This is an optimization exercise on Yosys and OpenROAD, whose aim is small area and a short achievable clock period, not a production implementation.
Only simulation tests tie the RTL to the original design; equivalence was not proved.
Power is estimated from default activity; no workload was simulated.

## mul_radix2
module mul_radix2 #(
    parameter int BIT_WIDTH = 32
) (
    input  logic        clk,
    input  logic        rst,
    input  logic        start,
    input  logic [3:0]  data_in,
    output logic [3:0]  data_out,
    output logic        data_out_valid,
    output logic        result_complete,
    output logic        ready
);
    logic [4:0]  cnt;
    logic [31:0] a_reg;
    logic [27:0] s_reg, c_reg;
    logic        cin;
    wire idle = (cnt == 5'd0);
    wire step = cnt[4] | (cnt[3] & (cnt[2:0] != 3'd0));    
    wire a_en = ~cnt[4] & ~cnt[3];                         
    always_ff @(posedge clk) begin
        if (rst)
            cnt <= 5'd0;
        else if (idle)
            cnt <= {4'd0, start};
        else if (cnt[4])
            cnt <= 5'd0;
        else
            cnt <= cnt + 5'd1;
    end
    logic        d3;                  
    logic        one0, two0, neg0, one1, two1, neg1;
    logic [3:0]  lr0;                 
    logic [1:0]  lr1;                 
    wire stepn = ~cnt[4] & cnt[3];                         
    wire xm1   = d3 & (cnt[2:0] != 3'd0);                  
    wire [2:0] g0 = {data_in[1], data_in[0], xm1};
    wire [2:0] g1 = {data_in[3], data_in[2], data_in[1]};
    wire n_one0 = stepn & (g0[1] ^ g0[0]);
    wire n_two0 = stepn & ((g0[2] & ~g0[1] & ~g0[0]) | (~g0[2] & g0[1] & g0[0]));
    wire n_neg0 = stepn & g0[2];
    wire n_one1 = stepn & (g1[1] ^ g1[0]);
    wire n_two1 = stepn & ((g1[2] & ~g1[1] & ~g1[0]) | (~g1[2] & g1[1] & g1[0]));
    wire n_neg1 = stepn & g1[2];
    wire [32:0] a_ext = {a_reg, 1'b0};
    logic [3:0] n_lr0;
    logic [1:0] n_lr1;
    always_comb begin
        for (int i = 0; i < 4; i++)
            n_lr0[i] = ((n_one0 & a_ext[i+1]) | (n_two0 & a_ext[i])) ^ n_neg0;
        for (int i = 2; i < 4; i++)
            n_lr1[i-2] = ((n_one1 & a_ext[i-1]) | (n_two1 & a_ext[i-2])) ^ n_neg1;
    end
    always_ff @(posedge clk) begin
        if (a_en)
            a_reg <= {data_in, a_reg[31:4]};
        d3   <= data_in[3];
        one0 <= n_one0; two0 <= n_two0; neg0 <= n_neg0;
        one1 <= n_one1; two1 <= n_two1; neg1 <= n_neg1;
        lr0  <= n_lr0;
        lr1  <= n_lr1;
    end
    logic [31:0] r0, r1;
    always_comb begin
        r0[3:0] = lr0;
        for (int i = 4; i < 32; i++)
  ...
Size in the first run: about 420 cells after synthesis, ~110 flip-flops, roughly 5500 um^2 of cells after synthesis.
==> flow/config.mk <==
export PLATFORM = sky130hd
export DESIGN_NAME = mul_radix2
export DESIGN_NICKNAME = mul_radix2
export VERILOG_FILES = /design/flow/design.v
export SDC_FILE = /design/flow/constraint.sdc
export NUM_CORES = 4
export LEC_CHECK = 0
export CAP_MARGIN = 20
export CORE_MARGIN = 2
export CORE_UTILIZATION = 60
export CTS_BUF_LIST = sky130_fd_sc_hd__clkbuf_8
export CTS_CLUSTER_DIAMETER = 100
export CTS_CLUSTER_SIZE = 40
export SLEW_MARGIN = 20
==> flow/constraint.sdc <==
create_clock -name core_clock -period 10.0 [get_ports {clk}]
set_input_delay 2.0000 -clock core_clock [delete_from_list [all_inputs] [get_ports {clk}]]
set_output_delay 2.0000 -clock core_clock [all_outputs]
set_load 0.01 [all_outputs]
standard.sh (not shown) runs the stock make flow with config.mk's settings and CLKGATE_MAP_FILE= SYNTH_SCRIPT=/design/flow/synth_recipe.tcl, a recipe that flattens the netlist after the stock synthesis.
==> flow/flow/run.sh <==
#!/bin/bash
set -euo pipefail
export BUFFER_PORTS_ARGS="-buffer_cell sky130_fd_sc_hd__buf_2"
bash standard.sh > flow_standard.log 2>&1
Edit:
==> flow/run.sh (new file) <==
#!/bin/bash
# synth_recipe.tcl (not shown) runs the flow's synth.tcl, then flattens the netlist and writes it again
# the make line also repeats each setting of config.mk as NAME=value (left out here)
make -C /OpenROAD-flow-scripts/flow DESIGN_CONFIG=/design/flow/config.mk WORK_HOME=/design/flow/orfs CLKGATE_MAP_FILE= SYNTH_SCRIPT=/design/flow/synth_recipe.tcl finish
CTS_BUF_LIST = sky130_fd_sc_hd__clkbuf_4   (was sky130_fd_sc_hd__clkbuf_8)
CTS_CLUSTER_DIAMETER = default   (was 100)
CTS_CLUSTER_SIZE = 30   (was 40)
removed: flow/flow/run.sh
removed: flow/standard.sh
After rerunning: The changed run finished with timing, DRC and antenna clean. Count of clock-buffer cells in the layout is lower by 4. First-iteration DRC count increases by well over a third. Design area fell by a few percent. Utilization came out lower by 1.6 points. Maximum frequency came out lower by about a fifth. Setup slack degrades by 480 ps.
Edit:
CORE_UTILIZATION = 40   (was 60)
CTS_BUF_LIST = default   (was sky130_fd_sc_hd__clkbuf_4)
CTS_CLUSTER_SIZE = default   (was 30)
Result:
- worst setup slack gains 69 ps
- die area rises by 48%
- clock power rises by 54%
Edit:
CORE_UTILIZATION = 60   (was 40)
CTS_BUF_LIST = sky130_fd_sc_hd__clkbuf_8   (was default)
CTS_CLUSTER_DIAMETER = 100   (was default)
CTS_CLUSTER_SIZE = 40   (was default)
Outcome: Design area shrinks by about 3.2%; non-clock buffer count shrinks by 1; sequential power hardly moves; worst setup slack gains 13 ps; utilization grows by 20 points; cell count shrinks by about 10%; via count grows by about 1%; register-to-register slack loses 20 ps.

## v6
Starting RTL as in the previous note.
Settings: LEC_CHECK=0, CAP_MARGIN=20, CORE_MARGIN=2, CORE_UTILIZATION=60, CTS_BUF_LIST=sky130_fd_sc_hd__clkbuf_8, CTS_CLUSTER_DIAMETER=100, CTS_CLUSTER_SIZE=40, SLEW_MARGIN=20; clock period 10.0 ns.
==> flow/flow/run.sh <==
#!/bin/bash
set -euo pipefail
export BUFFER_PORTS_ARGS="-buffer_cell sky130_fd_sc_hd__buf_2"
export CTS_ARGS="-sink_clustering_enable -repair_clock_nets -dont_use_dummy_load -buf_list sky130_fd_sc_hd__clkbuf_4 -sink_clustering_size 25 -sink_clustering_max_diameter 60"
bash standard.sh > flow_standard.log 2>&1
For v7, these inputs were changed with respect to v6:
==> flow/flow/run.sh <==
#!/bin/bash
set -euo pipefail
export BUFFER_PORTS_ARGS="-buffer_cell sky130_fd_sc_hd__buf_2"
export CTS_ARGS="-sink_clustering_enable -repair_clock_nets -dont_use_dummy_load -buf_list sky130_fd_sc_hd__clkbuf_8"
bash standard.sh > flow_standard.log 2>&1
==> summary.txt <==
Compared with v6, in v7 post-layout minimum cycle time decreased by 82 ps relative to the old numbers, maximum frequency grew by 2.9%, post-route standard cell area excluding fillers grew by 1.8%, ratio of final minimum period to clock period fell by 0.82 points. Looking at worst setup path startpoint, the data_out_valid$_SDFF_PP0_ result is from v6; the result_complete$_SDFF_PP0_ one comes from v7. The lower maximum ir drop on the vdd rail of v6 and v7 is in v6.

[re-timing with driven ports]
How much do the figures lean on ideal ports? The routed layouts below were timed once more, with nothing changed but the port constraints.
Step 1 sets driving cells, clkbuf_16 on the clock port and buf_2 on the other inputs (assumed; they add their load-dependent delay and slew).
Step 2 times the ports against the registers' clock, not the clock port: input delays grow and output delays shrink by t, the midpoint of the rising clock arrivals with the driver on.
Three values: ideal, step 1, step 2; two values: the first two.
| run | t, ns | slack for setup (ns) | worst setup path at the end | latest minus earliest clock arrival (ns) |
|---|---|---|---|---|
| the first run of note 1 | 0.440 | 7.153 / 7.121 / 6.878 | input to register | 0.013 / 0.013 |
| the second run of note 1 | 0.506 | 6.671 / 6.637 / 6.322 | input to register | 0.019 / 0.019 |
| the third run of note 1 | 0.447 | 6.739 / 6.711 / 6.309 | input to register | 0.009 / 0.008 |
| the fourth run of note 1 | 0.441 | 6.752 / 6.719 / 6.326 | input to register | 0.014 / 0.013 |
| v6 | 0.504 | 7.078 / 7.047 / 6.863 | input to register | 0.039 / 0.039 |
| v7 | 0.436 | 7.160 / 7.128 / 6.861 | input to register | 0.026 / 0.026 |
After both steps setup and hold are still met in every run listed. For the third run of note 1, which loses most, drivers alone change the setup slack by -0.028 ns; drivers and shift together by -0.430 ns.
